Source: an optimization exercise on an open RTL-to-GDS flow (aim: small area). Production flows keep margins and buffers that such runs may drop.
Where RTL was checked, it was by simulation tests only, not by an equivalence proof against the original.
The RTL of runs 1 to 5 was laid out without a check of its function.
No activity file was given, so power comes from the tool's default toggle rates.

[flow/config.mk]
export PLATFORM = sky130hd
export DESIGN_NAME = top_counter_up_down
export DESIGN_NICKNAME = top_counter_up_down
export VERILOG_FILES = /design/flow/design.v
export SDC_FILE = /design/flow/constraint.sdc
export NUM_CORES = 4
export LEC_CHECK = 0
export ABC_AREA = 1
export CAP_MARGIN = 20
export CORE_MARGIN = 2
export CORE_UTILIZATION = 60
export SLEW_MARGIN = 20
[flow/constraint.sdc]
create_clock -name core_clock -period 90.0 [get_ports {clk}]
set_input_delay 18.0000 -clock core_clock [delete_from_list [all_inputs] [get_ports {clk}]]
set_output_delay 18.0000 -clock core_clock [all_outputs]
set_load 0.01 [all_outputs]
[flow/design.v]
`timescale 1ns / 1ps
module uart (
    input        clk,
    input        reset,
    input        br_tick,
    output       tx,
    output [7:0] rx_data,
    output       rx_done,
    input        rx
);
    localparam R_IDLE = 8'h14, R_START = 8'h78;
    reg [7:0] p;
    reg [7:0] rd;
    wire [3:0] pb = p[7:4];
    wire r_wait = (pb == 4'd1);            
    assign rx_done = r_wait & ~p[2];
    assign rx_data = rd;
    always @(posedge clk, posedge reset) begin
        if (reset) p <= R_IDLE;
        else if (r_wait) p <= rx ? R_IDLE : R_START;
        else if (br_tick) p <= p + 8'd1;
    end
    always @(posedge clk) begin
        if (br_tick & pb[3] & (p[3:0] == 4'hf)) rd <= {rx, rd[7:1]};
    end
    localparam T_DONE = 8'h10, T_IDLE = 8'h11, T_LOAD = 8'h6f;
    reg [7:0] q;
    reg [7:0] td;
    reg       z;
    wire [3:0] qb = q[7:4];
    wire t_idle = (q == T_IDLE);
    wire t_load = t_idle & rx_done;
    always @(posedge clk, posedge reset) begin
        if (reset) q <= T_IDLE;
        else if (t_idle) begin
            if (rx_done) q <= T_LOAD;
        end else if (q == T_LOAD || q == T_DONE || br_tick) q <= q + 8'd1;
    end
    always @(posedge clk) begin
        if (t_load) begin
            td <= rd;
            z  <= ~rx;
        end
    end
    assign tx = (qb == 4'd7) ? 1'b0 : qb[3] ? (td[qb[2:0]] & ~z) : 1'b1;
endmodule
`timescale 1ns / 1ps
module top_counter_up_down (
    input        clk,
    input        reset,
    output [3:0] fndCom,
    output [7:0] fndFont,
    output       tx,
    input        rx
);
    wire        br_tick, scan_tick;
    wire [7:0]  rx_data;
    wire        rx_done;
    wire        en, clear, mode;
    wire [15:0] bcd;
    tick_gen U_TickGen (
        .clk      (clk),
        .reset    (reset),
        .br_tick  (br_tick),
        .scan_tick(scan_tick)
    );
    uart U_uart (
        .clk    (clk),
        .reset  (reset),
        .br_tick(br_tick),
        .tx     (tx),
        .rx_data(rx_data),
        .rx_done(rx_done),
        .rx     (rx)
    );
    control_unit U_ControlUnit (
        .clk    (clk),
        .reset  (reset),
        .rx_data(rx_data),
        .rx_done(rx_done),
        .en     (en),
        .clear  (clear),
        .mode   (mode)
    );
    counter_bcd U_Counter (
        .clk  (clk),
        .reset(reset),
        .en   (en),
        .clear(clear),
        .mode (mode),
        .bcd  (bcd)
    );
    fndController U_FndController (
        .clk      (clk),
        .reset    (reset),
        .scan_tick(scan_tick),
        .bcd      (bcd),
        .fndCom   (fndCom),
        .fndFont  (fndFont)
    );
endmodule
module control_unit (
    input            clk,
    input            reset,
    input      [7:0] rx_data,
    input            rx_done,
    output           en,
    output           clear,
    output reg       mode
);
    localparam STOP = 2'd0, RUN = 2'd1, CLEAR = 2'd2;
    reg [1:0] state;
    wire hi  = (rx_data[7:6] == 2'b01);
    wire is_r = hi && (rx_data[4:0] == 5'b10010);
    wire is_c = hi && (rx_data[4:0] == 5'b00011);
    wire is_m = hi && (rx_data[4:0] == 5'b01101);
    assign en    = (state == RUN);
    assign clear = (state == CLEAR);
    always @(posedge clk, posedge reset) begin
        if (reset) begin
            state <= STOP;
            mode  <= 1'b0;
        end else begin
            if (rx_done && is_m) mode <= ~mode;
            case (state)
                STOP: begin
                    if (rx_done && is_r) state <= RUN;
                    else if (rx_done && is_c) state <= CLEAR;
                end
                RUN: if (rx_done && is_r) state <= STOP;
                default: state <= STOP;
            endcase
        end
    end
endmodule
module counter_bcd (
    input             clk,
    input             reset,
    input             en,
    input             clear,
    input             mode,
    output reg [15:0] bcd
);
    reg [4:0] div;
    wire tick = &div;
    always @(posedge clk, posedge reset) begin
        if (reset) begin
            div <= 5'd6;
        end else if (clear) begin
            div <= 5'd6;
        end else if (en) begin
            div <= (div + 5'd1) | {2'b00, {3{tick}}};
        end
    end
    wire step = en & tick;
    wire [3:0] t0, t1, t2, t3;
    wire c1, c2, c3, c4;
    bcd_digit_t U_D0 (.d(bcd[3:0]),   .dn(mode), .ci(step), .t(t0), .co(c1));
    bcd_digit_t U_D1 (.d(bcd[7:4]),   .dn(mode), .ci(c1),   .t(t1), .co(c2));
    bcd_digit_t U_D2 (.d(bcd[11:8]),  .dn(mode), .ci(c2),   .t(t2), .co(c3));
    bcd_digit_t U_D3 (.d(bcd[15:12]), .dn(mode), .ci(c3),   .t(t3), .co(c4));
    always @(posedge clk, posedge reset) begin
        if (reset) begin
            bcd <= 16'd0;
        end else if (clear) begin
            bcd <= 16'd0;
        end else begin
            bcd <= bcd ^ {t3, t2, t1, t0};
        end
    end
endmodule
module bcd_digit_t (
    input  [3:0] d,
    input        dn,
    input        ci,
    output [3:0] t,
    output       co
);
    wire [2:0] e = d[2:0] ^ {3{dn}};
    wire term = dn ? ~(d[3] | d[2] | d[1] | d[0]) : (d[3] & d[0]);
    assign co   = ci & term;
    assign t[0] = ci;
    assign t[1] = ci & e[0] & ~term;
    assign t[2] = ci & e[0] & e[1] & ~term;
    assign t[3] = ci & ((e[0] & e[1] & e[2]) | term);
endmodule
`timescale 1ns / 1ps
module tick_gen (
    input  clk,
    input  reset,
    output br_tick,
    output scan_tick
);
    reg [3:0] c;
    always @(posedge clk, posedge reset) begin
        if (reset) c <= 4'd15;
        else if (c == 4'd9) c <= 4'd0;
        else if (c == 4'd15) c <= 4'd1;
        else c <= c + 4'd1;
    end
    assign scan_tick = (c == 4'd0);
    assign br_tick   = (c == 4'd0) | (c == 4'd5);
endmodule
module fndController (
    input         clk,
    input         reset,
    input         scan_tick,
    input  [15:0] bcd,
    output [ 3:0] fndCom,
    output [ 7:0] fndFont
);
    reg [1:0] sel;
    always @(posedge clk, posedge reset) begin
        if (reset) sel <= 2'd0;
        else if (scan_tick) sel <= sel + 2'd1;
    end
    assign fndCom = ~(4'b0001 << sel);
    reg [3:0] dig;
    always @(*) begin
        case (sel)
            2'd0: dig = bcd[3:0];
            2'd1: dig = bcd[7:4];
            2'd2: dig = bcd[11:8];
            default: dig = bcd[15:12];
        endcase
    end
    wire w = dig[3], x = dig[2], y = dig[1], z = dig[0];
    wire a_off = (~w & ~x & ~y & z) | (x & ~y & ~z);
    wire b_off = x & (y ^ z);
    wire c_off = ~x & y & ~z;
    wire d_off = a_off | (x & y & z);
    wire e_off = z | (x & ~y);
    wire f_off = (y & z) | (~w & ~x & (y | z));
    wire g_off = (~w & ~x & ~y) | (x & y & z);
    wire ones_lt5 = ~bcd[3] & ~(bcd[2] & (bcd[1] | bcd[0]));
    wire dp = ~((sel == 2'd1) & ones_lt5);
    assign fndFont = {dp, g_off, f_off, e_off, d_off, c_off, b_off, a_off};
endmodule
[flow/run.sh]
#!/bin/bash
# synth_recipe.tcl (not shown) runs the flow's synth.tcl, then flattens the netlist and writes it again
# the make line also repeats each setting of config.mk as NAME=value (left out here)
make -C /OpenROAD-flow-scripts/flow DESIGN_CONFIG=/design/flow/config.mk WORK_HOME=/design/flow/orfs CLKGATE_MAP_FILE= SYNTH_SCRIPT=/design/flow/synth_recipe.tcl finish
==> results of run 1 <==
## state kept, by name (all words and copies together) (netlist names)
signal	cells
U_FndController.sel	2
U_Counter.div	5
U_uart.td	8
U_uart.rd	8
U_ControlUnit.mode	1
U_uart.z	1
U_uart.q	8
U_ControlUnit.state	2
U_uart.p	8
U_Counter.bcd	16
U_TickGen.c	4
## worst max-delay path, stage by stage, from the launching register on
cell	delay [ps]
dfrtp_1	410
inv_1	110
ha_1	200
inv_1	120
o22ai_1	110
o22ai_1	340
inv_1	150
ha_1	300
inv_1	30
nor2_1	80
clkdlybuf4s50_1	530
## power groups by stage
stage	logic (mW)	clock network [mW]	registers, mW
after detailed placement	0.000546	0	0.0298
after CTS	0.000560	0.0280	0.0293
after global placement	0.000542	0	0.0298
after global routing	0.000643	0.0290	0.0293
final	0.000519	0.0274	0.0293
after floorplan	0.000307	0	0.0298
## kinds of logic after synthesis
family                     synth area share, %
AOI/OAI and AO/OA                         11.1
and+or+nand+nor                           25.4
adders and majority gates                 6.41
DFF                                       45.2
xor gates and xnor gates                  2.60
buffers and inverters                     9.38
## cell usage in the layout, fill, tap and decap left out, drive strengths merged, types with 2 or more instances in the layout
cell type / Yosys / final
clkinv: 0 / 3
inv: 68 / 69
nand3: 40 / 40
a21oi: 28 / 28
nor2: 43 / 43
or2: 2 / 2
edfxtp: 17 / 17
o221ai: 2 / 2
clkdlybuf4s50: 0 / 15
nand2: 97 / 97
nor3: 10 / 10
ha: 19 / 19
dfstp: 10 / 10
o22ai: 5 / 5
dfrtp: 36 / 36
clkbuf: 1 / 9
o21ai: 32 / 32
nand4: 10 / 10
bufinv: 0 / 2
xor2: 10 / 10
## metal layers
layer / global-route usage, % / vias to the layer above / share of wire (%)
met2: 36.9 / 38 / 47
met5: 0 / - / 0
li1: - / 1523 / -
met1: 29.2 / 1404 / 48
met3: 3.91 / 12 / 2.9
met4: 11.1 / 0 / 2.0
## final cells by class
cell class                      count  area, sq um
Fill cell                         522         1880
Inverter                           68          256
Clock buffer                        9          124
Tap cell                           75         93.8
Clock inverter                      7         95.1
Timing Repair Buffer               15          150
Multi-Input combinational cell    311         1690
Sequential cell                    63         1670
## how the worst max path moves through the flow
stage	depth (start not counted)	endpoint	from	slack, ps
after floorplan	10	fndFont[1]	U_FndController.sel[0]	70210
after global placement	10	fndFont[1]	U_FndController.sel[0]	69750
after detailed placement	10	fndFont[1]	U_FndController.sel[0]	69650
after CTS	10	fndFont[1]	U_FndController.sel[0]	69280
after global routing	10	fndFont[1]	U_FndController.sel[0]	69000
final	10	fndFont[1]	U_FndController.sel[0]	69270
==> out/qor.csv, run 1 <==
stage,metric,value,unit
worst_setup_path,Critical Path Source Type,flip-flop,
min_path,Hold Path Sink,U_uart.td[5],
global_route,antenna violations before repair,0,
synthesis,most common cell in the netlist,nand2_1,
min_path,hold path startpoint,U_uart.rd[5],
placed_design,"Cell Area, Placed",3860,sq um
timing,Final Skew,10.6,ps
synthesis,Post-synth EDFFs,17,
min_path,hold path depth,0,
final_layout,layout cell share with drive strength beyond 1,9.09,%
final_layout,Util after Layout,68.5,%
timing,final setup vio count,0,
floorplan,Core Region,5960,sq um
clock_network,"Setup Fix Bufs, Post-CTS",0,
run_status,run status,finished clean,
global_route,GRT Total Usage,22.6,%
worst_setup_path,"reg-to-reg slack, setup",87880,ps
timing,final hold violation count,0,
synthesis,area fraction of the dominant cell type after synthesis,24.3,%
placed_design,placed instance count,532,
route,DR WL/cell,12.8,um
clock_network,CTS resizes,0,
power,Int Power,0.0450,mW
global_route,largest net degree at the start of global routing,47,
global_route,vias in the first global route,2731,
power,total power,0.0572,mW
floorplan,row cnt,28,
clock_network,H-tree depth,3,
synthesis,cell taking the most area after synthesis,dfrtp_1,
synthesis,prevailing post-synth register cell,dfrtp_1,
synthesis,sequential area share after synthesis,45.2,%
timing,fmax,48.2,MHz
synthesis,Synth area leaders,"dfrtp_1 (24%), edfxtp_1 (14%), nand2_1 (9.5%), dfstp_2 (7.1%), inv_1 (6.6%)",
placed_design,Post-Place Setup Slack,69650,ps
route,initial drt markers,142,
clock_network,Bufs on Longest Clock Path,2,
synthesis,Ys Warns,5,
timing,Pins Over Slew Limit,0,
floorplan,Ports,16,
worst_setup_path,Worst Path Max Fanout,5,
worst_setup_path,WS Path Type,flip-flop to output pin,
power,sequential share of power,51.2,%
final_layout,Final Instance Area,4080,sq um
worst_setup_path,"Data required, critical path",72000,ps
timing,worst hold slack,471,ps
synthesis,Post-synth ARST share,73.0,%
worst_setup_path,cell count of the worst reg-to-reg path,12,
synthesis,Synth Cell Area,3710,sq um
clock_network,CTS tree,done,
synthesis,Synth Area per Inst,8.15,sq um
timing,Worst slew margin,45.6,%
final_layout,n_diodes,0,
synthesis,Post-Syn Instances,455,
global_route,"Remaining Overflow, GRT",0,
timing,final worst slack,69270,ps
timing,Final period util,23.0,%
worst_setup_path,CP endpoint kind,output pin,
route,vias per cell,5.43,
route,final wirelength,7020,um
synthesis,most frequent cells after synthesis,"nand2_1 (94), inv_1 (65), nor2_1 (41)",
power,"IR drop worst, VDD",0.00000937,V
clock_network,CTS Hold Buffers Added,0,
power,clock share of power,47.9,%
global_route,first-pass GRT wire length,11700,um
route,via count,2977,
floorplan,DIE HEIGHT,82.6,um
final_layout,fin cells,548,
synthesis,syn nets,477,
floorplan,Die W,82.6,um
worst_setup_path,data arrival time of the worst path,2730,ps
timing,Slew @ Worst Pin,814,ps
power,PD cells,14.0,nW/um^2
placed_design,PortBufs,15,
placed_design,RD Place Congestion,0.842,
power,Switching Fraction,21.3,%
min_path,Hold Crit Class,flip-flop to flip-flop,
clock_network,clock latency on the worst-skew pair,340,ps
clock_network,Num CTS Buffers,9,
synthesis,"FF+latch count, synth",63,
final_layout,Final #Nets,490,
placed_design,hpwl dp,5040,um
timing,fin crit period,20730,ps
worst_setup_path,r2r endpoint,U_Counter.bcd[14],
route,DRC,0,
synthesis,Synth cell types,42,
power,Sw Pwr,0.0122,mW
power,Comb pwr share,0.9,%
clock_network,clock sinks,63,
route,first-pass detailed-route iteration total,4,
clock_network,"Reg clk slew, reported paths",80,ps
worst_setup_path,Reg-to-Reg Start,U_Counter.div[1],
clock_network,CTS Root Cell,clkbuf_8,
final_layout,synthesis-to-layout area growth,10.0,%
floorplan,Initial Utilization,62.2,%
timing,TNS Setup,0,ps
power,Lkg Pwr,1.92,nW
floorplan,die area,6820,sq um
timing,RSZ-0062 raised after global routing,false,
route,Antenna Nets Post-Route,0,
job,Max Cap Violations,0,
==> run 2: changes to the inputs <==
--- a/flow/config.mk
+++ b/flow/config.mk
@@ -8,5 +8,5 @@
 export ABC_AREA = 1
 export CAP_MARGIN = 20
 export CORE_MARGIN = 2
-export CORE_UTILIZATION = 60
+export CORE_UTILIZATION = 80
 export SLEW_MARGIN = 20
==> run 2 against run 1 <==
  * Worst setup slack worse by 91 ps
  * Die area decreased by 24%
  * Sequential power about the same
  * Flip-flop and latch count unchanged
  * Fmax down 0.44%
  * Design area is 0.71% lower
  * First-iteration DRC count grew to 4.4 times the previous value
  * Clock power rose by 1%
  * Critical path type unchanged
==> out/qor.csv, run 2 <==
stage,metric,value,unit,change
run_status,run status,finished clean,,
clock_network,"Reg clk slew, reported paths",70,ps,about the same
final_layout,Multi-input gate area,1690,sq um,unchanged
worst_setup_path,Buf/Inv on CP,5,,unchanged
worst_setup_path,Crit path largest cell delay,540,ps,about the same
power,sequential share of power,50.8,%,-0.4 points
synthesis,cell taking the most area after synthesis,dfrtp_1,,
global_route,vias in the first global route,3512,,+29%
floorplan,Core Region,4410,sq um,-26%
final_layout,Final Instance Area,4050,sq um,-0.71%
synthesis,Post-synth EDFFs,17,,unchanged
global_route,GRT Total Usage,42.5,%,+20 points
synthesis,Synth area leaders,"dfrtp_1 (24%), edfxtp_1 (14%), nand2_1 (9.5%), dfstp_2 (7.1%), inv_1 (6.6%)",,
final_layout,"most common cell after layout, fill and taps aside",nand2_1,,
synthesis,Post-Syn Instances,455,,unchanged
floorplan,die area,5190,sq um,-24%
synthesis,syn nets,477,,unchanged
route,final wirelength,10000,um,+43%
timing,fmax,48.0,MHz,-0.44%
route,DRC,0,,unchanged
worst_setup_path,data arrival time of the worst path,2820,ps,+90 ps
global_route,"Remaining Overflow, GRT",0,,unchanged
clock_network,CTS Root Cell,clkbuf_8,,
global_route,first-pass GRT wire length,16700,um,+43%
worst_setup_path,crit path cell chain,inv_1 -> ha_1 -> inv_1 -> o21ai_0 -> o22ai_1 -> inv_1 -> ha_1 -> inv_1 -> nor2_1 -> clkdlybuf4s50_1,,
final_layout,most frequent cells in the layout,"nand2_1 (94), inv_1 (64), nor2_1 (41), nand3_1 (38), dfrtp_1 (36)",,
min_path,hold path startpoint,U_uart.rd[5],,
final_layout,Final #Nets,491,,+0.20%
timing,fin crit period,20820,ps,+91.2 ps
power,clock share of power,48.2,%,+0.3 points
timing,RSZ-0062 raised after global routing,false,,
clock_network,Num CTS Buffers,9,,unchanged
synthesis,Synth Cell Area,3710,sq um,unchanged
placed_design,RD Place Congestion,0.908,,+7.8%
worst_setup_path,Worst Path Max Fanout,5,,unchanged
final_layout,Util after Layout,91.8,%,+23 points
final_layout,flip-flop count of the largest register after layout,16,,unchanged
floorplan,DIE HEIGHT,72.1,um,-13%
synthesis,sequential area share after synthesis,45.2,%,unchanged
worst_setup_path,Critical Path Source Type,flip-flop,,
route,initial drt markers,630,,+340%
power,total power,0.0576,mW,+0.67%
placed_design,PortBufs,15,,unchanged
worst_setup_path,CP endpoint kind,output pin,,
route,vias per cell,6.69,,+23%
synthesis,Synth cell types,42,,unchanged
clock_network,clock latency on the worst-skew pair,360,ps,+20 ps
timing,Pins Over Slew Limit,0,,unchanged
synthesis,prevailing post-synth register cell,dfrtp_1,,
power,PD cells,14.2,nW/um^2,+1.4%
clock_network,Bufs on Longest Clock Path,2,,unchanged
placed_design,hpwl dp,5520,um,+9.4%
power,Sw Pwr,0.0127,mW,+4.5%
power,Switching Fraction,22.1,%,+0.81 points
timing,final worst slack,69180,ps,-91.2 ps
min_path,Hold Crit Class,flip-flop to flip-flop,,
clock_network,clock sinks,63,,unchanged
power,Int Power,0.0449,mW,-0.37%
final_layout,n_diodes,0,,unchanged
min_path,hold path depth,0,,unchanged
worst_setup_path,family with the most delay on the worst path,buffers and inverters,,
worst_setup_path,slowest cell on the critical path,clkdlybuf4s50_1,,
power,Comb pwr share,0.9,%,about the same
placed_design,Post-Place Setup Slack,69660,ps,+13.4 ps
clock_network,CTS tree,done,,
final_layout,synthesis-to-layout area growth,9.25,%,
worst_setup_path,WS Path Type,flip-flop to output pin,,
synthesis,Ys Warns,5,,unchanged
synthesis,Post-synth ARST share,73.0,%,unchanged
job,Max Cap Violations,0,,unchanged
placed_design,"Cell Area, Placed",3840,sq um,-0.55%
route,Antenna Nets Post-Route,0,,unchanged
route,DR WL/cell,19.1,um,+49%
global_route,largest net degree at the start of global routing,47,,unchanged
synthesis,most frequent cells after synthesis,"nand2_1 (94), inv_1 (65), nor2_1 (41)",,
worst_setup_path,most frequent CP cell,inv_1,,
power,Lkg Pwr,1.91,nW,-0.27%
timing,Slew @ Worst Pin,632,ps,-182 ps
min_path,Hold Path Sink,U_uart.rd[4],,
timing,Final Skew,9.94,ps,-0.709 ps
synthesis,most common cell in the netlist,nand2_1,,
timing,Worst slew margin,57.7,%,+12 points
clock_network,CTS Hold Buffers Added,0,,unchanged
route,first-pass detailed-route iteration total,5,,+1
timing,Final period util,23.1,%,+0.10 points
clock_network,CTS resizes,0,,unchanged
timing,TNS Setup,0,ps,unchanged
clock_network,H-tree depth,3,,unchanged
worst_setup_path,cell count of the worst reg-to-reg path,11,,-1
timing,final setup vio count,0,,unchanged
synthesis,Synth Area per Inst,8.15,sq um,unchanged
floorplan,Ports,16,,unchanged
worst_setup_path,r2r endpoint,U_Counter.bcd[10],,
worst_setup_path,Reg-to-Reg Start,U_Counter.div[1],,
global_route,antenna violations before repair,0,,unchanged
clock_network,"Setup Fix Bufs, Post-CTS",0,,unchanged
power,"IR drop worst, VDD",0.0000128,V,+37%
floorplan,Die W,72.1,um,-13%
final_layout,layout cell share with drive strength beyond 1,8.86,%,-0.23 points
final_layout,FF+latch area,1670,sq um,unchanged
floorplan,Initial Utilization,84.0,%,+22 points
worst_setup_path,"reg-to-reg slack, setup",87520,ps,-360 ps
worst_setup_path,"Data required, critical path",72000,ps,about the same
final_layout,Reg with most FFs,U_Counter.bcd,,
floorplan,row cnt,24,,-14%
synthesis,area fraction of the dominant cell type after synthesis,24.3,%,unchanged
timing,final hold violation count,0,,unchanged
synthesis,"FF+latch count, synth",63,,unchanged
route,via count,3517,,+18%
final_layout,number of filler cells placed in the layout,173,,-67%
==> run 2: per-layer routing <==
metal | vias to the layer above | part of all wire [%] | GRT usage (%)
met5 | - | 0 | 0
met4 | 0 | 5.2 | 20.1
met3 | 69 | 9.5 | 11.0
met2 | 295 | 49 | 70.3
met1 | 1625 | 36 | 52.4
li1 | 1528 | - | -
==> run 2: worst max-delay path by stage <==
stage | endpoint | cells past startpoint | start
after floorplan | fndFont[1] | 10 | U_FndController.sel[0]
after global placement | fndFont[1] | 10 | U_FndController.sel[0]
after detailed placement | fndFont[1] | 10 | U_FndController.sel[0]
after CTS | fndFont[1] | 10 | U_FndController.sel[0]
after global routing | fndFont[1] | 10 | U_FndController.sel[0]
final | fndFont[1] | 10 | U_FndController.sel[0]
==> run 2: kinds of logic (layout without fill, tap and decap cells) <==
logic type | after synthesis | after routing | share of synthesized area [%]
xor gates and xnor gates | 11 | 11 | 2.60
buffers and inverters | 81 | 100 | 9.38
AOI/OAI and AO/OA | 75 | 75 | 11.1
adders and majority gates | 19 | 19 | 6.41
and+or+nand+nor | 206 | 206 | 25.4
DFF | 63 | 63 | 45.2
==> run 2: area by class of cell <==
cell class	count	share of cell area [%]
inverters	68	6.30
well taps	52	1.61
repair buffers	16	3.89
clock buffers	10	3.15
clock inverters	6	2.10
flip-flops and latches	63	41.3
multi-input cells	311	41.6
==> run 2: power by group through the flow <==
stage          Clock, mW  Combinational [mW]  Sequential (mW)
2_1_floorplan          0            0.000307           0.0298
3_3_place_gp           0            0.000557           0.0298
3_5_place_dp           0            0.000559           0.0298
4_1_cts           0.0274            0.000550           0.0293
5_1_grt           0.0289            0.000630           0.0293
6_report          0.0278            0.000543           0.0293
==> run 2: metrics by stage <==
stage	std cells	hold slack, ps
2_1_floorplan	455	421
3_3_place_gp	510	437
3_5_place_dp	510	442
4_1_cts	526	489
5_1_grt	526	492
6_report	526	480
==> run 2: worst register-to-register path, stage by stage, from the launching register on <==
cell and delay (ps):
dfstp_2 560, ha_1 220, nand2_1 70, nor2_1 110, ha_1 220, nand2_1 120
inv_1 90, nand3_2 190, nor2_4 250, nand3_1 160, o21ai_0 300, nor2_1 70
==> run 3: changes to the inputs <==
--- a/flow/design.v
+++ b/flow/design.v
@@ -3,6 +3,7 @@
     input        clk,
     input        reset,
     input        br_tick,
+    input        ph2,
     output       tx,
     output [7:0] rx_data,
     output       rx_done,
@@ -23,18 +24,18 @@
     always @(posedge clk) begin
         if (br_tick & pb[3] & (p[3:0] == 4'hf)) rd <= {rx, rd[7:1]};
     end
-    localparam T_DONE = 8'h10, T_IDLE = 8'h11, T_LOAD = 8'h6f;
+    localparam T_IDLE = 8'h11, T_START = 8'h70;
     reg [7:0] q;
     reg [7:0] td;
     reg       z;
     wire [3:0] qb = q[7:4];
-    wire t_idle = (q == T_IDLE);
+    wire t_idle = (qb == 4'd1) & q[0];
     wire t_load = t_idle & rx_done;
     always @(posedge clk, posedge reset) begin
         if (reset) q <= T_IDLE;
         else if (t_idle) begin
-            if (rx_done) q <= T_LOAD;
-        end else if (q == T_LOAD || q == T_DONE || br_tick) q <= q + 8'd1;
+            if (rx_done) q <= T_START;
+        end else if (br_tick) q <= q + 8'd1;
     end
     always @(posedge clk) begin
         if (t_load) begin
@@ -42,7 +43,7 @@
             z  <= ~rx;
         end
     end
-    assign tx = (qb == 4'd7) ? 1'b0 : qb[3] ? (td[qb[2:0]] & ~z) : 1'b1;
+    assign tx = (qb == 4'd7) ? (ph2 & (q[3:0] == 4'd0)) : qb[3] ? (td[qb[2:0]] & ~z) : 1'b1;
 endmodule
 `timescale 1ns / 1ps
 module top_counter_up_down (
@@ -53,21 +54,23 @@
     output       tx,
     input        rx
 );
-    wire        br_tick, scan_tick;
+    wire        br_tick, scan_tick, ph2;
     wire [7:0]  rx_data;
     wire        rx_done;
-    wire        en, clear, mode;
+    wire        en, clear_cmd, mode;
     wire [15:0] bcd;
     tick_gen U_TickGen (
         .clk      (clk),
         .reset    (reset),
         .br_tick  (br_tick),
-        .scan_tick(scan_tick)
+        .scan_tick(scan_tick),
+        .ph2      (ph2)
     );
     uart U_uart (
         .clk    (clk),
         .reset  (reset),
         .br_tick(br_tick),
+        .ph2    (ph2),
         .tx     (tx),
         .rx_data(rx_data),
         .rx_done(rx_done),
@@ -78,16 +81,16 @@
         .reset  (reset),
         .rx_data(rx_data),
         .rx_done(rx_done),
-        .en     (en),
-        .clear  (clear),
-        .mode   (mode)
+        .en       (en),
+        .clear_cmd(clear_cmd),
+        .mode     (mode)
     );
     counter_bcd U_Counter (
         .clk  (clk),
         .reset(reset),
-        .en   (en),
-        .clear(clear),
-        .mode (mode),
+        .en       (en),
+        .clear_cmd(clear_cmd),
+        .mode     (mode),
         .bcd  (bcd)
     );
     fndController U_FndController (
@@ -104,32 +107,22 @@
     input            reset,
     input      [7:0] rx_data,
     input            rx_done,
-    output           en,
-    output           clear,
+    output reg       en,
+    output           clear_cmd,
     output reg       mode
 );
-    localparam STOP = 2'd0, RUN = 2'd1, CLEAR = 2'd2;
-    reg [1:0] state;
-    wire hi  = (rx_data[7:6] == 2'b01);
+    wire hi   = (rx_data[7:6] == 2'b01);
     wire is_r = hi && (rx_data[4:0] == 5'b10010);
     wire is_c = hi && (rx_data[4:0] == 5'b00011);
     wire is_m = hi && (rx_data[4:0] == 5'b01101);
-    assign en    = (state == RUN);
-    assign clear = (state == CLEAR);
+    assign clear_cmd = rx_done & is_c & ~en;
     always @(posedge clk, posedge reset) begin
         if (reset) begin
-            state <= STOP;
-            mode  <= 1'b0;
+            en   <= 1'b0;
+            mode <= 1'b0;
         end else begin
             if (rx_done && is_m) mode <= ~mode;
-            case (state)
-                STOP: begin
-                    if (rx_done && is_r) state <= RUN;
-                    else if (rx_done && is_c) state <= CLEAR;
-                end
-                RUN: if (rx_done && is_r) state <= STOP;
-                default: state <= STOP;
-            endcase
+            if (rx_done && is_r) en <= ~en;
         end
     end
 endmodule
@@ -137,17 +130,20 @@
     input             clk,
     input             reset,
     input             en,
-    input             clear,
+    input             clear_cmd,
     input             mode,
     output reg [15:0] bcd
 );
     reg [4:0] div;
-    wire tick = &div;
+    wire tick  = &div;
+    wire clear = (div == 5'd0);
     always @(posedge clk, posedge reset) begin
         if (reset) begin
             div <= 5'd6;
         end else if (clear) begin
             div <= 5'd6;
+        end else if (clear_cmd) begin
+            div <= 5'd0;
         end else if (en) begin
             div <= (div + 5'd1) | {2'b00, {3{tick}}};
         end
@@ -189,7 +185,8 @@
     input  clk,
     input  reset,
     output br_tick,
-    output scan_tick
+    output scan_tick,
+    output ph2
 );
     reg [3:0] c;
     always @(posedge clk, posedge reset) begin
@@ -200,6 +197,7 @@
     end
     assign scan_tick = (c == 4'd0);
     assign br_tick   = (c == 4'd0) | (c == 4'd5);
+    assign ph2       = (c == 4'd2) | (c == 4'd7);
 endmodule
 module fndController (
     input         clk,
--- a/flow/config.mk
+++ b/flow/config.mk
@@ -8,5 +8,7 @@
 export ABC_AREA = 1
 export CAP_MARGIN = 20
 export CORE_MARGIN = 2
-export CORE_UTILIZATION = 80
+export CORE_UTILIZATION = 70
+export CTS_CLUSTER_DIAMETER = 500
+export CTS_CLUSTER_SIZE = 100
 export SLEW_MARGIN = 20
==> run 3 against run 2 <==
  * Still clean
  * Global-route usage down 15 points
  * Area after synthesis down 2.3%
  * Clock skew up 0.92 ps
  * Utilization is 12 points lower
==> out/qor.csv, run 3 <==
stage,metric,value,unit,change
clock_network,Num CTS Buffers,9,,unchanged
final_layout,layout cell share with drive strength beyond 1,8.70,%,-0.16 points
worst_setup_path,Worst Path Max Fanout,7,,+2
clock_network,clock sinks,62,,-1.6%
timing,Pins Over Slew Limit,0,,unchanged
synthesis,Ys Warns,5,,unchanged
floorplan,row cnt,26,,+8.3%
global_route,antenna violations before repair,0,,unchanged
timing,Worst slew margin,51.5,%,-6.2 points
timing,Final period util,23.0,%,-0.11 points
worst_setup_path,Critical Path Source Type,flip-flop,,
clock_network,CTS Hold Buffers Added,0,,unchanged
floorplan,Die W,75.9,um,+5.4%
power,"IR drop worst, VDD",0.0000178,V,+39%
final_layout,"most common cell after layout, fill and taps aside",nand2_1,,
timing,RSZ-0062 raised after global routing,false,,
synthesis,most frequent cells after synthesis,"nand2_1 (84), inv_1 (71), nor2_1 (60)",,
timing,fmax,48.3,MHz,+0.49%
final_layout,flip-flop count of the largest register after layout,16,,unchanged
worst_setup_path,CP Launch Point,U_FndController.sel[0],,
final_layout,Util after Layout,79.3,%,-12 points
worst_setup_path,data arrival time of the worst path,2720,ps,-100 ps
route,initial drt markers,167,,-73%
floorplan,DIE HEIGHT,75.9,um,+5.4%
min_path,Hold Crit Class,flip-flop to flip-flop,,
placed_design,placed instance count,525,,+2.9%
route,via count,3004,,-15%
route,final wirelength,7330,um,-27%
worst_setup_path,WS Path Type,flip-flop to output pin,,
placed_design,"Cell Area, Placed",3790,sq um,-1.2%
route,Antenna Nets Post-Route,0,,unchanged
power,Lkg Pwr,1.91,nW,-0.21%
synthesis,prevailing post-synth register cell,dfrtp_1,,
timing,final worst slack,69280,ps,+101 ps
route,vias per cell,5.55,,-17%
timing,Slew @ Worst Pin,724,ps,+92.4 ps
synthesis,most common cell in the netlist,nand2_1,,
synthesis,Synth Area per Inst,8.05,sq um,-1.2%
final_layout,Reg with most FFs,U_Counter.bcd,,
synthesis,area fraction of the dominant cell type after synthesis,24.2,%,-0.12 points
placed_design,Post-Place Setup Slack,69660,ps,-5.10 ps
clock_network,Bufs on Longest Clock Path,2,,unchanged
synthesis,Synth Cell Area,3620,sq um,-2.3%
worst_setup_path,Reg-to-Reg Start,U_TickGen.c[0],,
final_layout,FF+latch area,1650,sq um,-1.5%
synthesis,Synth area leaders,"dfrtp_1 (24%), edfxtp_1 (14%), nand2_1 (8.7%), inv_1 (7.4%), dfstp_2 (7.3%)",,
clock_network,CTS Root Cell,clkbuf_8,,
worst_setup_path,r2r endpoint,U_uart.rd[5],,
final_layout,n_diodes,0,,unchanged
floorplan,Core Region,5040,sq um,+14%
power,PD cells,13.6,nW/um^2,-4.0%
global_route,"Remaining Overflow, GRT",0,,unchanged
placed_design,PortBufs,15,,unchanged
timing,final setup vio count,0,,unchanged
final_layout,most frequent cells in the layout,"nand2_1 (84), inv_1 (70), nor2_1 (60), o21ai_0 (42), dfrtp_1 (35)",,
synthesis,Post-synth ARST share,72.6,%,-0.44 points
worst_setup_path,"Data required, critical path",72000,ps,about the same
global_route,largest net degree at the start of global routing,46,,-2.1%
timing,Final Skew,10.9,ps,+0.921 ps
clock_network,H-tree depth,3,,unchanged
final_layout,synthesis-to-layout area growth,10.4,%,
final_layout,Final Instance Area,4000,sq um,-1.3%
route,first-pass detailed-route iteration total,5,,unchanged
placed_design,RD Place Congestion,0.887,,-2.3%
final_layout,Multi-input gate area,1630,sq um,-3.5%
global_route,vias in the first global route,2953,,-16%
run_status,run status,finished clean,,
power,total power,0.0546,mW,-5.2%
global_route,first-pass GRT wire length,12900,um,-23%
timing,worst hold slack,465,ps,-14.5 ps
floorplan,Ports,16,,unchanged
clock_network,clock latency on the worst-skew pair,350,ps,about the same
final_layout,fin cells,541,,+2.9%
floorplan,Initial Utilization,71.8,%,-12 points
job,Max Cap Violations,0,,unchanged
clock_network,"Setup Fix Bufs, Post-CTS",0,,unchanged
synthesis,Post-Syn Instances,450,,-1.1%
timing,fin crit period,20720,ps,-101 ps
final_layout,number of filler cells placed in the layout,357,,+110%
clock_network,CTS resizes,0,,unchanged
route,DRC,0,,unchanged
synthesis,cell taking the most area after synthesis,dfrtp_1,,
clock_network,CTS tree,done,,
clock_network,"Reg clk slew, reported paths",70,ps,about the same
placed_design,hpwl dp,5170,um,-6.3%
synthesis,"FF+latch count, synth",62,,-1.6%
worst_setup_path,CP endpoint kind,output pin,,
synthesis,Synth cell types,35,,-17%
final_layout,Final #Nets,486,,-1.0%
timing,final hold violation count,0,,unchanged
global_route,GRT Total Usage,27.6,%,-15 points
worst_setup_path,cell count of the worst reg-to-reg path,7,,-4
synthesis,Post-synth EDFFs,17,,unchanged
floorplan,die area,5770,sq um,+11%
synthesis,sequential area share after synthesis,45.5,%,+0.37 points
worst_setup_path,"reg-to-reg slack, setup",87800,ps,+280 ps
synthesis,syn nets,470,,-1.5%
timing,TNS Setup,0,ps,unchanged
worst_setup_path,CP endpoint,fndFont[1],,
route,DR WL/cell,13.5,um,-29%
==> run 3: cell types whose count changed in the layout (fill, tap and decap cells not counted), moves of 6 or more <==
| cell | previous run | this run |
|---|---|---|
| inv_1 | 64 | 70 |
| o21ai_0 | 25 | 42 |
| nand3_1 | 38 | 21 |
| nor2_1 | 41 | 60 |
| a21oi_1 | 28 | 17 |
| nand2_1 | 94 | 84 |
==> run 3: worst min-delay path by stage <==
stage	start	to	slack [ps]	cells after the start
global route	U_uart.rd[5]	U_uart.td[5]	490	0
CTS	U_uart.rd[5]	U_uart.rd[4]	470	0
floorplan	U_uart.rd[5]	U_uart.rd[4]	420	0
finish	U_uart.rd[5]	U_uart.td[5]	470	0
detailed placement	U_uart.rd[5]	U_uart.td[5]	460	0
global placement	U_uart.rd[5]	U_uart.rd[4]	440	0
==> run 3: metal layers <==
metal / vias up / share of wire, % / track usage [%]
li1: 1490 / - / -
met1: 1430 / 43 / 33.7
met2: 71 / 52 / 49.0
met3: 13 / 3.8 / 5.83
met4: 0 / 1.5 / 8.73
met5: - / 0 / 0
==> run 3: kinds of logic after synthesis <==
logic type | Yosys count | synth area share, %
XOR/XNOR | 16 | 3.87
adder cells (fa/ha/maj) | 17 | 5.87
flip-flops | 62 | 45.5
AND/OR/NAND/NOR | 198 | 24.1
AO/OA/AOI/OAI | 74 | 11.0
buffers and inverters | 83 | 9.57
==> run 3: critical path: stages (launching register included) <==
cell,delay (ps)
dfrtp_1,420
ha_1,240
inv_1,150
o21ai_0,120
o22ai_1,350
inv_1,150
ha_1,300
inv_1,30
nor2_1,80
clkdlybuf4s50_1,540
==> run 3: final cells by class <==
cell class,count,share of cell area [%]
Clock buffer,10,3.44
Clock inverter,6,1.75
Inverter,72,6.76
Multi-Input combinational cell,305,40.7
Sequential cell,62,41.2
Tap cell,70,2.19
Timing Repair Buffer,16,3.94
==> run 3: report_power, final <==
part	total, mW	switching (mW)	internal [mW]
registers	0.0288	0	0.0288
clock network	0.0252	0.0116	0.0137
logic	0.000536	0.000424	0.000111
total	0.0546	0.0120	0.0426
==> run 4: changes to the inputs <==
--- a/flow/config.mk
+++ b/flow/config.mk
@@ -9,6 +9,4 @@
 export CAP_MARGIN = 20
 export CORE_MARGIN = 2
 export CORE_UTILIZATION = 70
-export CTS_CLUSTER_DIAMETER = 500
-export CTS_CLUSTER_SIZE = 100
 export SLEW_MARGIN = 20
==> run 4 against run 3 <==
  * Still clean on timing, DRC and antenna
  * Worst setup slack unchanged
  * Sequential share of layout area unchanged
  * Sequential power about the same
  * Final cell count unchanged
  * Routed wire length unchanged
  * Clock-buffer cell count unchanged
  * Largest cell class unchanged
  * Largest power group unchanged
==> out/qor.csv, run 4 <==
stage,metric,value,unit,change
route,DR WL/cell,13.5,um,unchanged
synthesis,Synth cell types,35,,unchanged
global_route,first-pass GRT wire length,12900,um,unchanged
clock_network,clock sinks,62,,unchanged
final_layout,n_diodes,0,,unchanged
final_layout,Final #Nets,486,,unchanged
timing,RSZ-0062 raised after global routing,false,,
synthesis,Synth Cell Area,3620,sq um,unchanged
min_path,hold path startpoint,U_uart.rd[5],,
final_layout,layout cell share with drive strength beyond 1,8.70,%,unchanged
floorplan,Initial Utilization,71.8,%,unchanged
floorplan,Core Region,5040,sq um,unchanged
final_layout,Reg with most FFs,U_Counter.bcd,,
synthesis,Post-synth ARST share,72.6,%,unchanged
worst_setup_path,cell count of the worst reg-to-reg path,7,,unchanged
route,via count,3004,,unchanged
timing,Final Skew,10.9,ps,unchanged
floorplan,DIE HEIGHT,75.9,um,unchanged
clock_network,clock latency on the worst-skew pair,350,ps,about the same
worst_setup_path,WS Path Type,flip-flop to output pin,,
synthesis,prevailing post-synth register cell,dfrtp_1,,
worst_setup_path,Crit path largest cell delay,540,ps,about the same
worst_setup_path,r2r endpoint,U_uart.rd[5],,
floorplan,die area,5770,sq um,unchanged
clock_network,"Reg clk slew, reported paths",70,ps,about the same
timing,Final period util,23.0,%,unchanged
synthesis,most common cell in the netlist,nand2_1,,
final_layout,synthesis-to-layout area growth,10.4,%,unchanged
route,first-pass detailed-route iteration total,5,,unchanged
timing,final setup vio count,0,,unchanged
synthesis,Synth Area per Inst,8.05,sq um,unchanged
global_route,GRT Total Usage,27.6,%,unchanged
worst_setup_path,slowest cell on the critical path,clkdlybuf4s50_1,,
worst_setup_path,data arrival time of the worst path,2720,ps,about the same
job,Max Cap Violations,0,,unchanged
route,final wirelength,7330,um,unchanged
final_layout,flip-flop count of the largest register after layout,16,,unchanged
synthesis,sequential area share after synthesis,45.5,%,unchanged
timing,Slew @ Worst Pin,724,ps,unchanged
global_route,"Remaining Overflow, GRT",0,,unchanged
power,"IR drop worst, VDD",0.0000178,V,unchanged
floorplan,Ports,16,,unchanged
timing,fin crit period,20720,ps,unchanged
clock_network,CTS resizes,0,,unchanged
synthesis,syn nets,470,,unchanged
global_route,largest net degree at the start of global routing,46,,unchanged
clock_network,CTS tree,done,,
placed_design,hpwl dp,5170,um,unchanged
timing,final hold violation count,0,,unchanged
final_layout,most frequent cells in the layout,"nand2_1 (84), inv_1 (70), nor2_1 (60), o21ai_0 (42), dfrtp_1 (35)",,
route,initial drt markers,167,,unchanged
power,Lkg Pwr,1.91,nW,unchanged
route,DRC,0,,unchanged
route,vias per cell,5.55,,unchanged
clock_network,"Setup Fix Bufs, Post-CTS",0,,unchanged
synthesis,most frequent cells after synthesis,"nand2_1 (84), inv_1 (71), nor2_1 (60)",,
clock_network,CTS Hold Buffers Added,0,,unchanged
min_path,hold path depth,0,,unchanged
timing,Worst slew margin,51.5,%,unchanged
worst_setup_path,"reg-to-reg slack, setup",87800,ps,about the same
worst_setup_path,crit path cell chain,ha_1 -> inv_1 -> o21ai_0 -> o22ai_1 -> inv_1 -> ha_1 -> inv_1 -> nor2_1 -> clkdlybuf4s50_1,,
power,PD cells,13.6,nW/um^2,unchanged
synthesis,Synth area leaders,"dfrtp_1 (24%), edfxtp_1 (14%), nand2_1 (8.7%), inv_1 (7.4%), dfstp_2 (7.3%)",,
synthesis,area fraction of the dominant cell type after synthesis,24.2,%,unchanged
synthesis,cell taking the most area after synthesis,dfrtp_1,,
worst_setup_path,Worst Path Max Fanout,7,,unchanged
worst_setup_path,most frequent CP cell,inv_1,,
synthesis,Ys Warns,5,,unchanged
clock_network,Num CTS Buffers,9,,unchanged
synthesis,"FF+latch count, synth",62,,unchanged
timing,fmax,48.3,MHz,unchanged
global_route,vias in the first global route,2953,,unchanged
worst_setup_path,"Data required, critical path",72000,ps,about the same
synthesis,Post-synth EDFFs,17,,unchanged
worst_setup_path,CP endpoint kind,output pin,,
floorplan,row cnt,26,,unchanged
clock_network,H-tree depth,3,,unchanged
clock_network,Bufs on Longest Clock Path,2,,unchanged
floorplan,Die W,75.9,um,unchanged
synthesis,Post-Syn Instances,450,,unchanged
timing,final worst slack,69280,ps,unchanged
timing,TNS Setup,0,ps,unchanged
route,Antenna Nets Post-Route,0,,unchanged
placed_design,PortBufs,15,,unchanged
final_layout,"most common cell after layout, fill and taps aside",nand2_1,,
min_path,Hold Path Sink,U_uart.td[5],,
min_path,Hold Crit Class,flip-flop to flip-flop,,
run_status,run status,finished clean,,
timing,Pins Over Slew Limit,0,,unchanged
worst_setup_path,Critical Path Source Type,flip-flop,,
placed_design,RD Place Congestion,0.887,,unchanged
worst_setup_path,Reg-to-Reg Start,U_TickGen.c[0],,
clock_network,CTS Root Cell,clkbuf_8,,
placed_design,Post-Place Setup Slack,69660,ps,unchanged
global_route,antenna violations before repair,0,,unchanged
## run 4: cell type report
cell class / instances / area, sq um
clock buffers: 10 / 138
clock inverters: 6 / 70.1
fillers: 357 / 1040
inverters: 72 / 270
multi-input cells: 305 / 1630
flip-flops and latches: 62 / 1650
well taps: 70 / 87.6
repair buffers: 16 / 158
## run 4: logic make-up (layout without fill, tap and decap cells)
family	count (synthesis)	in the layout	share of synthesized area (%)
buf+inv	83	104	9.57
flops	62	62	45.5
fa+ha+maj	17	17	5.87
compound gates	74	74	11.0
xor+xnor	16	16	3.87
simple gates	198	198	24.1
## run 4: worst max-delay path by stage
stage	from	endpoint	slack [ps]	cells after the start
2_1_floorplan	U_FndController.sel[0]	fndFont[1]	70210	10
3_3_place_gp	U_FndController.sel[0]	fndFont[1]	69740	9
3_5_place_dp	U_FndController.sel[0]	fndFont[1]	69660	9
4_1_cts	U_FndController.sel[0]	fndFont[1]	69280	9
5_1_grt	U_FndController.sel[0]	fndFont[1]	69060	9
6_report	U_FndController.sel[0]	fndFont[1]	69280	9
## run 4: metrics by stage
step	area, sq um	utilization, %	hold slack, ps	std cells	total power [mW]
after floorplan	3620	-	421	450	0.0297
after global placement	3790	75.2	436	525	0.0299
after detailed placement	3790	75.2	456	525	0.0299
after CTS	4000	79.3	474	541	0.0549
after global routing	4000	79.3	485	541	0.0563
final	4000	79.3	465	541	0.0546
## run 4: where the power goes
part | total, mW | switching (mW) | internal, mW | leakage [nW]
Sequential | 0.0288 | 0 | 0.0288 | 0.709
Clock | 0.0252 | 0.0116 | 0.0137 | 0.0951
Combinational | 0.000536 | 0.000424 | 0.000111 | 1.11
## run 4: layer usage
layer  share of wire (%)  routed length, um  GRT usage (%)
met2                  52               3810           49.0
met4                 1.5                111           8.73
met5                   0                  0              0
met1                  43               3120           33.7
met3                 3.8                282           5.83
## run 4: worst max-delay path, delay by kind of cell, from the launching register on
| family | cells | cell delay [ps] |
|---|---|---|
| buf+inv | 4 | 870 |
| fa+ha+maj | 2 | 540 |
| compound gates | 2 | 470 |
| flops | 1 | 420 |
| simple gates | 1 | 80 |
==> run 5: changes to the inputs <==
--- a/flow/config.mk
+++ b/flow/config.mk
@@ -9,4 +9,5 @@
 export CAP_MARGIN = 20
 export CORE_MARGIN = 2
 export CORE_UTILIZATION = 70
+export CTS_BUF_LIST = sky130_fd_sc_hd__clkbuf_4
 export SLEW_MARGIN = 20
==> run 5 against run 4 <==
  * Global-route usage down 0.059 points
  * Worst hold slack gained 7.6 ps
  * Critical endpoint unchanged
  * Die area did not move
  * Utilization is 1.3 points lower
==> out/qor.csv, run 5 <==
stage,metric,value,unit,change
final_layout,Multi-input gate area,1630,sq um,unchanged
clock_network,clock latency on the worst-skew pair,420,ps,+70 ps
clock_network,"Setup Fix Bufs, Post-CTS",0,,unchanged
worst_setup_path,Worst Path Max Fanout,7,,unchanged
floorplan,row cnt,26,,unchanged
final_layout,n_diodes,0,,unchanged
floorplan,die area,5770,sq um,unchanged
worst_setup_path,most frequent CP cell,inv_1,,
synthesis,"FF+latch count, synth",62,,unchanged
clock_network,H-tree depth,3,,unchanged
worst_setup_path,slowest cell on the critical path,clkdlybuf4s50_1,,
final_layout,"most common cell after layout, fill and taps aside",nand2_1,,
final_layout,synthesis-to-layout area growth,8.57,%,
final_layout,FF+latch area,1650,sq um,unchanged
global_route,GRT Total Usage,27.5,%,-0.059 points
worst_setup_path,CP endpoint,fndFont[1],,
synthesis,Synth area leaders,"dfrtp_1 (24%), edfxtp_1 (14%), nand2_1 (8.7%), inv_1 (7.4%), dfstp_2 (7.3%)",,
worst_setup_path,crit path cell chain,ha_1 -> inv_1 -> o21ai_0 -> o22ai_1 -> inv_1 -> ha_1 -> inv_1 -> nor2_1 -> clkdlybuf4s50_1,,
final_layout,Final #Nets,486,,unchanged
worst_setup_path,family with the most delay on the worst path,buffers and inverters,,
floorplan,Ports,16,,unchanged
synthesis,area fraction of the dominant cell type after synthesis,24.2,%,unchanged
final_layout,number of filler cells placed in the layout,372,,+4.2%
clock_network,CTS resizes,0,,unchanged
worst_setup_path,cell count of the worst reg-to-reg path,13,,+6
power,PD cells,12.4,nW/um^2,-8.9%
synthesis,XOR/XNOR Fraction of Synth Area,3.87,%,unchanged
clock_network,CTS Root Cell,clkbuf_4,,
clock_network,Bufs on Longest Clock Path,2,,unchanged
synthesis,Ys Warns,5,,unchanged
clock_network,Num CTS Buffers,9,,unchanged
synthesis,cell taking the most area after synthesis,dfrtp_1,,
route,DRC,0,,unchanged
synthesis,most frequent cells after synthesis,"nand2_1 (84), inv_1 (71), nor2_1 (60)",,
final_layout,flip-flop count of the largest register after layout,16,,unchanged
global_route,"Remaining Overflow, GRT",0,,unchanged
job,Max Cap Violations,0,,unchanged
synthesis,Adder-Cell Fraction of Synth Area,5.87,%,unchanged
worst_setup_path,data arrival time of the worst path,2800,ps,+80 ps
global_route,antenna violations before repair,0,,unchanged
power,Lkg Pwr,1.88,nW,-1.5%
route,vias per cell,5.55,,-0.13%
global_route,vias in the first global route,2933,,-0.68%
synthesis,main combinational cell family by area after synthesis,simple AND/OR/NAND/NOR gates,,
global_route,largest net degree at the start of global routing,46,,unchanged
floorplan,Initial Utilization,71.8,%,unchanged
timing,fin crit period,20800,ps,+80.4 ps
clock_network,"Reg clk slew, reported paths",110,ps,+40 ps
synthesis,Synth cell types,35,,unchanged
floorplan,Die W,75.9,um,unchanged
clock_network,clock sinks,62,,unchanged
final_layout,most frequent cells in the layout,"nand2_1 (84), inv_1 (70), nor2_1 (60), o21ai_0 (42), dfrtp_1 (35)",,
timing,TNS Setup,0,ps,unchanged
worst_setup_path,"reg-to-reg slack, setup",87780,ps,-20 ps
worst_setup_path,Critical Path Source Type,flip-flop,,
route,first-pass detailed-route iteration total,5,,unchanged
synthesis,Post-synth EDFFs,17,,unchanged
timing,final worst slack,69200,ps,-80.4 ps
placed_design,PortBufs,15,,unchanged
clock_network,CTS tree,done,,
synthesis,Synth Cell Area,3620,sq um,unchanged
timing,worst hold slack,473,ps,+7.57 ps
timing,Final period util,23.1,%,+0.089 points
route,via count,3000,,-0.13%
worst_setup_path,CP endpoint kind,output pin,,
power,"IR drop worst, VDD",0.0000182,V,+1.9%
worst_setup_path,"Data required, critical path",72000,ps,about the same
synthesis,Synth Area in Compound Gates,11.0,%,unchanged
timing,Worst slew margin,51.0,%,-0.48 points
min_path,Hold Crit Class,flip-flop to flip-flop,,
global_route,first-pass GRT wire length,12800,um,-0.32%
floorplan,Core Region,5040,sq um,unchanged
placed_design,RD Place Congestion,0.887,,unchanged
synthesis,Post-synth ARST share,72.6,%,unchanged
final_layout,Util after Layout,78.0,%,-1.3 points
route,Antenna Nets Post-Route,0,,unchanged
worst_setup_path,CP Launch Point,U_FndController.sel[0],,
timing,Final Skew,17.5,ps,+6.60 ps
synthesis,post-synthesis simple-gate area fraction,24.1,%,unchanged
power,total power,0.0489,mW,-10%
synthesis,syn nets,470,,unchanged
timing,RSZ-0062 raised after global routing,false,,
run_status,run status,finished clean,,
timing,final hold violation count,0,,unchanged
synthesis,prevailing post-synth register cell,dfrtp_1,,
clock_network,CTS Hold Buffers Added,0,,unchanged
final_layout,Reg with most FFs,U_Counter.bcd,,
synthesis,sequential area share after synthesis,45.5,%,unchanged
timing,fmax,48.1,MHz,-0.39%
synthesis,proportion of synthesized area in mux cells,0,%,unchanged
placed_design,hpwl dp,5170,um,unchanged
worst_setup_path,r2r endpoint,U_Counter.bcd[9],,
floorplan,DIE HEIGHT,75.9,um,unchanged
worst_setup_path,Crit path largest cell delay,530,ps,about the same
route,initial drt markers,200,,+20%
synthesis,Post-Syn Instances,450,,unchanged
timing,Pins Over Slew Limit,0,,unchanged
worst_setup_path,Reg-to-Reg Start,U_Counter.div[1],,
synthesis,Synth Area per Inst,8.05,sq um,unchanged
worst_setup_path,WS Path Type,flip-flop to output pin,,
final_layout,layout cell share with drive strength beyond 1,8.49,%,-0.21 points
worst_setup_path,Stages on worst setup path,9,,unchanged
synthesis,most common cell in the netlist,nand2_1,,
placed_design,Post-Place Setup Slack,69660,ps,unchanged
worst_setup_path,Buf/Inv on CP,4,,unchanged
timing,Slew @ Worst Pin,732,ps,+7.24 ps
route,final wirelength,7350,um,+0.31%
route,DR WL/cell,13.6,um,+0.31%
timing,final setup vio count,0,,unchanged
==> run 5: cell counts after synthesis <==
No cell type changed its count.
==> run 5: layout make-up <==
class	count	area share [%]
Clock inverter	7	1.88
Clock buffer	9	1.72
Multi-Input combinational cell	305	41.4
Timing Repair Buffer	16	4.01
Inverter	72	6.87
Sequential cell	62	41.9
Tap cell	70	2.23
==> run 5: cell families (layout without fill, tap and decap cells) <==
kind of cell    count (synthesis)  in the layout
fa+ha+maj                      17             17
buf+inv                        83            104
xor+xnor                       16             16
simple gates                  198            198
flops                          62             62
compound gates                 74             74
==> run 5: worst min path at each step <==
stage | start | end | slack (ps) | cells past startpoint
finish | U_uart.rd[5] | U_uart.td[5] | 470 | 0
global route | U_uart.rd[5] | U_uart.td[5] | 500 | 0
CTS | U_uart.rd[5] | U_uart.rd[4] | 480 | 0
detailed placement | U_uart.rd[5] | U_uart.td[5] | 460 | 0
global placement | U_uart.rd[5] | U_uart.rd[4] | 440 | 0
floorplan | U_uart.rd[5] | U_uart.rd[4] | 420 | 0
==> run 5: per-stage QoR <==
step	cell area [sq um]	std cells
floorplan	3620	450
global placement	3790	525
detailed placement	3790	525
CTS	3930	541
global route	3930	541
finish	3930	541
==> run 5: where the power goes <==
part / switching, mW / internal (mW) / leakage [nW]
Sequential: 0 / 0.0288 / 0.709
Combinational: 0.000422 / 0.000111 / 1.11
Clock: 0.0111 / 0.00849 / 0.0662
Total: 0.0115 / 0.0374 / 1.88
==> run 5: routing by layer <==
| metal | wire length (um) | up-vias | GRT usage, % |
|---|---|---|---|
| met1 | 3130 | 1411 | 33.2 |
| li1 | - | 1484 | - |
| met3 | 327 | 15 | 6.07 |
| met5 | 0 | - | 0 |
| met4 | 134 | 0 | 8.55 |
| met2 | 3760 | 90 | 49.3 |
==> run 6: changes to the inputs <==
--- a/flow/design.v
+++ b/flow/design.v
@@ -212,16 +212,10 @@
         if (reset) sel <= 2'd0;
         else if (scan_tick) sel <= sel + 2'd1;
     end
-    assign fndCom = ~(4'b0001 << sel);
-    reg [3:0] dig;
-    always @(*) begin
-        case (sel)
-            2'd0: dig = bcd[3:0];
-            2'd1: dig = bcd[7:4];
-            2'd2: dig = bcd[11:8];
-            default: dig = bcd[15:12];
-        endcase
-    end
+    wire [3:0] on = 4'b0001 << sel;
+    assign fndCom = ~on;
+    wire [3:0] dig = ({4{on[0]}} & bcd[3:0]) | ({4{on[1]}} & bcd[7:4]) |
+                     ({4{on[2]}} & bcd[11:8]) | ({4{on[3]}} & bcd[15:12]);
     wire w = dig[3], x = dig[2], y = dig[1], z = dig[0];
     wire a_off = (~w & ~x & ~y & z) | (x & ~y & ~z);
     wire b_off = x & (y ^ z);
--- a/flow/config.mk
+++ b/flow/config.mk
@@ -9,5 +9,4 @@
 export CAP_MARGIN = 20
 export CORE_MARGIN = 2
 export CORE_UTILIZATION = 70
-export CTS_BUF_LIST = sky130_fd_sc_hd__clkbuf_4
 export SLEW_MARGIN = 20
==> run 6 against run 5 <==
  * Flip-flop and latch count unchanged
  * Largest power group unchanged
  * Design area increased by 0.54%
  * Via count decreased by 3.2%
  * Worst hold slack got worse by 2.3 ps
  * Sequential power about the same
  * Synthesized cell count decreased by 2.0%
  * Clock skew decreased by 6.6 ps
==> out/qor.csv, run 6 <==
stage,metric,value,unit,change
run_status,run status,finished clean,,
placed_design,hpwl dp,5150,um,-0.35%
synthesis,Synth Area in Compound Gates,11.4,%,+0.34 points
floorplan,DIE HEIGHT,75.7,um,-0.28%
synthesis,most common cell in the netlist,nand2_1,,
worst_setup_path,Worst Path Max Fanout,5,,-2
clock_network,CTS tree,done,,
global_route,first-pass GRT wire length,11600,um,-9.6%
timing,fmax,48.5,MHz,+0.85%
synthesis,post-synthesis simple-gate area fraction,23.7,%,-0.48 points
floorplan,Core Region,5040,sq um,unchanged
timing,final setup vio count,0,,unchanged
timing,TNS Setup,0,ps,unchanged
clock_network,H-tree depth,3,,unchanged
placed_design,RD Place Congestion,0.821,,-7.5%
synthesis,proportion of synthesized area in mux cells,0,%,unchanged
synthesis,Synth area leaders,"dfrtp_1 (24%), edfxtp_1 (14%), nand2_1 (8.3%), inv_1 (7.5%), dfstp_2 (7.3%)",,
clock_network,"Setup Fix Bufs, Post-CTS",0,,unchanged
timing,Final Skew,10.8,ps,-6.62 ps
worst_setup_path,data arrival time of the worst path,2620,ps,-180 ps
synthesis,area fraction of the dominant cell type after synthesis,24.3,%,+0.14 points
synthesis,most frequent cells after synthesis,"nand2_1 (80), inv_1 (72), nor2_1 (47)",,
final_layout,most frequent cells in the layout,"nand2_1 (80), inv_1 (71), nor2_1 (47), dfrtp_1 (35), o21ai_0 (32)",,
clock_network,CTS resizes,0,,unchanged
synthesis,sequential area share after synthesis,45.8,%,+0.27 points
final_layout,flip-flop count of the largest register after layout,16,,unchanged
synthesis,"FF+latch count, synth",62,,unchanged
synthesis,Ys Warns,5,,unchanged
final_layout,"most common cell after layout, fill and taps aside",nand2_1,,
global_route,GRT Total Usage,26.9,%,-0.60 points
power,"IR drop worst, VDD",0.0000111,V,-39%
route,DRC,0,,unchanged
final_layout,Final #Nets,475,,-2.3%
worst_setup_path,CP endpoint kind,output pin,,
final_layout,synthesis-to-layout area growth,9.80,%,
floorplan,row cnt,26,,unchanged
global_route,largest net degree at the start of global routing,46,,unchanged
power,Switching Fraction,25.3,%,+1.8 points
global_route,"Remaining Overflow, GRT",0,,unchanged
power,PD cells,13.4,nW/um^2,+7.7%
power,clock share of power,44.6,%,+4.6 points
final_layout,Multi-input gate area,1590,sq um,-2.1%
synthesis,Post-synth EDFFs,17,,unchanged
synthesis,Post-synth ARST share,72.6,%,unchanged
timing,worst hold slack,471,ps,-2.29 ps
clock_network,"Reg clk slew, reported paths",90,ps,-20 ps
route,Antenna Nets Post-Route,0,,unchanged
synthesis,Synth Cell Area,3600,sq um,-0.59%
min_path,Hold Crit Class,flip-flop to flip-flop,,
power,Int Power,0.0396,mW,+5.7%
worst_setup_path,WS Path Type,flip-flop to output pin,,
final_layout,FF+latch area,1650,sq um,unchanged
clock_network,Num CTS Buffers,9,,unchanged
final_layout,layout cell share with drive strength beyond 1,8.68,%,+0.18 points
floorplan,Die W,75.7,um,-0.28%
final_layout,number of filler cells placed in the layout,353,,-5.1%
synthesis,main combinational cell family by area after synthesis,simple AND/OR/NAND/NOR gates,,
synthesis,Post-Syn Instances,441,,-2.0%
power,Comb pwr share,1.0,%,about the same
floorplan,die area,5730,sq um,-0.55%
final_layout,n_diodes,0,,unchanged
synthesis,Synth Area per Inst,8.17,sq um,+1.4%
synthesis,prevailing post-synth register cell,dfrtp_1,,
route,DR WL/cell,13.6,um,-0.21%
clock_network,clock latency on the worst-skew pair,350,ps,-70 ps
route,initial drt markers,154,,-23%
synthesis,XOR/XNOR Fraction of Synth Area,3.65,%,-0.22 points
synthesis,syn nets,460,,-2.1%
power,sequential share of power,54.4,%,-4.5 points
clock_network,clock sinks,62,,unchanged
worst_setup_path,Critical Path Source Type,flip-flop,,
route,vias per cell,5.47,,-1.4%
power,Lkg Pwr,1.88,nW,-0.18%
global_route,antenna violations before repair,0,,unchanged
synthesis,cell taking the most area after synthesis,dfrtp_1,,
timing,Final period util,22.9,%,-0.19 points
placed_design,PortBufs,15,,unchanged
timing,RSZ-0062 raised after global routing,false,,
timing,Pins Over Slew Limit,0,,unchanged
synthesis,Adder-Cell Fraction of Synth Area,5.56,%,-0.31 points
route,final wirelength,7200,um,-2.1%
floorplan,Ports,16,,unchanged
global_route,vias in the first global route,2643,,-9.9%
clock_network,CTS Hold Buffers Added,0,,unchanged
floorplan,Initial Utilization,71.4,%,-0.42 points
worst_setup_path,"Data required, critical path",72000,ps,about the same
synthesis,Synth cell types,37,,+5.7%
timing,Slew @ Worst Pin,828,ps,+96.3 ps
clock_network,Bufs on Longest Clock Path,2,,unchanged
job,Max Cap Violations,0,,unchanged
power,Sw Pwr,0.0134,mW,+17%
timing,fin crit period,20620,ps,-174 ps
route,via count,2903,,-3.2%
timing,Worst slew margin,44.6,%,-6.4 points
timing,final hold violation count,0,,unchanged
final_layout,Reg with most FFs,U_Counter.bcd,,
clock_network,CTS Root Cell,clkbuf_8,,
route,first-pass detailed-route iteration total,4,,-1
[run 6: changes by cell type in the layout (fill, tap and decap cells not counted), moves of 3 or more]
| cell | change |
|---|---|
| clkbuf_4 | -9 |
| nand2_1 | -4 |
| nor2_1 | -13 |
| o21ai_0 | -10 |
| o211ai_1 | +3 |
| a21oi_1 | +7 |
| nand3_1 | +10 |
| clkbuf_8 | +9 |
[run 6: layer usage]
layer | GRT usage, % | routed length [um] | vias to the layer above
met5 | 0 | 0 | -
met4 | 12.1 | 112 | 0
met3 | 4.50 | 251 | 10
met2 | 45.0 | 3530 | 46
met1 | 34.3 | 3300 | 1378
li1 | - | - | 1469
[run 6: path summary, 6_finish.rpt]
path / endpoint / slack, ps / startpoint / cells after the start
setup / recovery: fndFont[1] / 69380 / U_FndController.sel[1] / 10
hold / removal: U_uart.td[5] / 470 / U_uart.rd[5] / 0
setup reg to reg: U_uart.rd[2] / 87720 / U_TickGen.c[0] / 7
hold reg to reg: U_uart.td[5] / 470 / U_uart.rd[5] / 0
max in group asynchronous: U_Counter.div[2] / 71510 / reset / 3
min in group asynchronous: U_uart.q[7] / 18090 / reset / 3
[run 6: area by class of cell]
type / instances / share of cell area [%]
Multi-Input combinational cell: 293 / 40.3
Inverter: 74 / 7.03
Clock inverter: 7 / 1.65
Tap cell: 70 / 2.22
Sequential cell: 62 / 41.7
Clock buffer: 9 / 3.13
Timing Repair Buffer: 16 / 3.99
[run 6: worst max-delay path: stages (launching register included)]
cell and delay [ps]:
dfrtp_1 380, inv_1 80, ha_1 230, inv_1 120, o22ai_1 90, nor2_1 270
inv_1 140, ha_1 300, inv_1 30, nor2_1 90, clkdlybuf4s50_1 530
[run 6: cell families after synthesis]
logic type | Yosys count
xor gates and xnor gates | 15
buffers and inverters | 86
DFF | 62
and+or+nand+nor | 188
AOI/OAI and AO/OA | 74
adders and majority gates | 16
[run 6: stage by stage]
stage / setup slack, ps / cell area (sq um) / cells / utilization (%) / power, mW
final: 69380 / 3950 / 531 / 78.4 / 0.0530
after global routing: 69200 / 3950 / 531 / 78.4 / 0.0544
after CTS: 69410 / 3950 / 531 / 78.4 / 0.0530
after detailed placement: 69810 / 3760 / 515 / 74.7 / 0.0299
after global placement: 69890 / 3760 / 515 / 74.7 / 0.0299
after floorplan: 70330 / 3600 / 441 / - / 0.0297
[run 6: power groups by stage]
stage                     Clock [mW]  Sequential, mW  Combinational [mW]
final                         0.0236          0.0288            0.000536
after global routing          0.0249          0.0288            0.000649
after CTS                     0.0237          0.0288            0.000573
after detailed placement           0          0.0294            0.000573
after global placement             0          0.0294            0.000564
after floorplan                    0          0.0294            0.000301

afterwards: timing with drivers on the ports:
No port has a modelled driver above. Below, the same layouts with a new extraction and two added sets of constraints. Step 1 (the two cells are an assumption about what drives the block):
set clk [get_ports {clk}]
set_driving_cell -lib_cell sky130_fd_sc_hd__clkbuf_16 $clk
set_driving_cell -lib_cell sky130_fd_sc_hd__buf_2 [delete_from_list [all_inputs] $clk]
Step 2, shift: input delay + t, output delay - t, t = (earliest + latest rising clock arrival at the registers) / 2. This alone moves slack from input paths to output paths. Slacks: no drivers / after step 1 / after step 2; pairs: no drivers / after step 1.
run | t, ns | slack for setup (ns) | pins driven straight from the clock port
run 1 | 0.364 | 69.272 / 69.240 / 69.604 | 1
run 2 | 0.382 | 69.181 / 69.154 / 69.536 | 1
run 3 | 0.369 | 69.282 / 69.257 / 69.627 | 1
run 4 | 0.369 | 69.282 / 69.257 / 69.627 | 1
run 5 | 0.437 | 69.202 / 69.178 / 69.615 | 1
run 6 | 0.376 | 69.376 / 69.346 / 69.722 | 1
After both steps every run listed still meets setup and hold.
